From an optimization exercise on the open Yosys and OpenROAD flow, aimed at small area, a short achievable clock period and few clock cycles per item; shortcuts taken in it are not production practice.
Function was checked by simulation only, so behaviour that the tests miss may differ from the original.
Power is estimated from default activity; no workload was simulated.

## job 6366
// Rsa256Core
module Rsa256Core (
  input          i_clk,
  input          i_rst,
  input          i_start,
  input  [255:0] i_a,
  input  [255:0] i_d,
  input  [255:0] i_n,
  output [255:0] o_a_pow_d,
  output         o_finished
);
Size: about 19000 cells after synthesis, roughly 1000 I/O pins, roughly 210000 µm² of cells after synthesis.
==> flow/config.mk <==
export PLATFORM = sky130hd
export DESIGN_NAME = Rsa256Core
export DESIGN_NICKNAME = Rsa256Core
export VERILOG_FILES = /design/flow/design.v
export SDC_FILE = /design/flow/constraint.sdc
export NUM_CORES = 8
export LEC_CHECK = 0
export CAP_MARGIN = 20
export CORE_MARGIN = 2
export CORE_UTILIZATION = 40
export SETUP_SLACK_MARGIN = 0.5
export SLEW_MARGIN = 20
export SYNTH_HIERARCHICAL = 1
==> flow/constraint.sdc <==
create_clock -name core_clock -period 16.0 [get_ports {i_clk}]
set_input_delay 3.2000 -clock core_clock [delete_from_list [all_inputs] [get_ports {i_clk}]]
set_output_delay 3.2000 -clock core_clock [all_outputs]
set_load 0.01 [all_outputs]
standard.sh (not shown) runs the stock make flow with config.mk's settings and CLKGATE_MAP_FILE= SYNTH_SCRIPT=/design/flow/synth_recipe.tcl, a recipe that flattens the netlist after the stock synthesis.
==> flow/flow/run.sh <==
#!/bin/bash
# Own layout flow: the standard synthesis, then the standard ORFS layout steps with
# repair_timing aiming for extra setup slack (the clock and constraints are unchanged).
set -uo pipefail
KNOBS=$(cat flow/knobs.txt 2>/dev/null || echo "SETUP_SLACK_MARGIN=10")
[[ -f flow/env.sh ]] && source flow/env.sh
bash standard.sh synth > synth.log 2>&1 || { tail -50 synth.log; exit 1; }
bash standard.sh $KNOBS finish > layout.log 2>&1 || { tail -50 layout.log; exit 1; }
==> flow/flow/env.sh <==
export BUFFER_PORTS_ARGS="-buffer_cell sky130_fd_sc_hd__buf_4"
==> flow/flow/knobs.txt <==
SETUP_SLACK_MARGIN=11.4 SLEW_MARGIN=40
Per the final summary, job 6366 finished and its layout is clean on timing, DRC and antenna.
Testbench counts of job 6366, summed over its fixed seeds: cycles 310,004, ops 24.
Changes in job 3888 relative to job 6366:
==> flow/flow/knobs.txt <==
SETUP_SLACK_MARGIN=11.4 SLEW_MARGIN=40 TNS_END_PERCENT=10
[summary]
Diff job 6366 -> job 3888: power attributed to combinational cells fell about 1%, first-pass GRT wire length fell 23 mm, number of inserted diodes fell about 35%. Job 3888 went all the way through synthesis, placement and routing and the layout is clean on timing, DRC and antenna.
### job 3888 -> job 6180
- a change of CORE_UTILIZATION from 40 to 48
==> flow/flow/knobs.txt <==
SETUP_SLACK_MARGIN=11.25 SLEW_MARGIN=40
### Flow results
Worst setup slack for job 6180 is higher than for job 3888.
Post-cts resize count sits higher in job 6180 than in job 3888.
Job 6180 vs job 3888, logic gate share of total power went down by 0.2 points.
A launch point of the worst path of B[177]$_DFF_P_ is what job 3888 shows, while B[1]$_DFF_P_ belongs to job 6180.
The final reports for job 6180 and job 3888 show number of rows created at floorplan lower in the former.
Worst setup path endpoint: o_a_pow_d[0] -> job 6180, o_a_pow_d[176] -> job 3888
sky130_fd_sc_hd__dfxtp_4 as the critical-path cell with the highest stage delay was reported by job 3888, and sky130_fd_sc_hd__dfxtp_2 by job 6180.
Number of antenna repair diodes, job 6180 and job 3888, higher one = job 3888.
All-layer global routing usage is lower on job 3888
Arrival time at the worst endpoint: job 6180 lower than job 3888
Delta (job 6180 minus job 3888): sequential share of layout area now sits higher, amount of wire on met3 after detailed routing now sits lower.
Relative to job 6180, the following input files were edited for job 2192:
- setting CTS_CLUSTER_DIAMETER to 80 for the first time
- setting CTS_CLUSTER_SIZE to 30 for the first time
Notes after the runs:
- Final clock period utilization by the worst path: job 2192 vs job 6180, no meaningful difference
- The power in the clock group in job 2192 is 0.820 times that in job 6180.
- Taking job 6180 as the reference, in job 2192 required time of the worst setup path climbed 4.01 ns; transition time at the pin with the least slew margin fell by 0.031 ns.
- Compared job 2192 vs job 6180, and hold slack is up in job 2192.
- Diff job 6180 -> job 2192 | combinational power | decrease of about 0.6%
- Compared with job 6180, in job 2192 number of DRC markers in iteration 0 has increased, wire length of the first global-routing pass held.

-- re-timing with driven ports --
The results above use ideal ports. As a check the final layouts listed here were re-extracted and re-timed, cells and wires unchanged.
Step 1: set_driving_cell puts a clkbuf_16 on i_clk and a buf_2 on each other input, an assumption about the parent block.
Step 2 also shifts input and output timing later by t, the mid clock arrival at the registers, as if the neighbouring blocks saw the same clock.
Slacks: ideal ports / drivers / drivers and shift; pairs: ideal ports / drivers.
run	shift t [ns]	setup slack, ns	worst setup path at the end	slew at the worst register clock pin (ns)
job 6366	1.097	11.179 / 11.056 / 11.055	input to register	0.08 / 0.08
job 3888	1.113	11.102 / 10.979 / 11.191	register to register	0.07 / 0.07
job 6180	1.100	11.169 / 11.033 / 11.149	input to register	0.07 / 0.07
job 2192	1.071	11.160 / 11.036 / 11.143	input to register	0.12 / 0.12
After both steps setup and hold are still met in every run listed. For job 6366, which loses most, drivers alone change the setup slack by -0.123 ns; drivers and shift together by -0.124 ns.
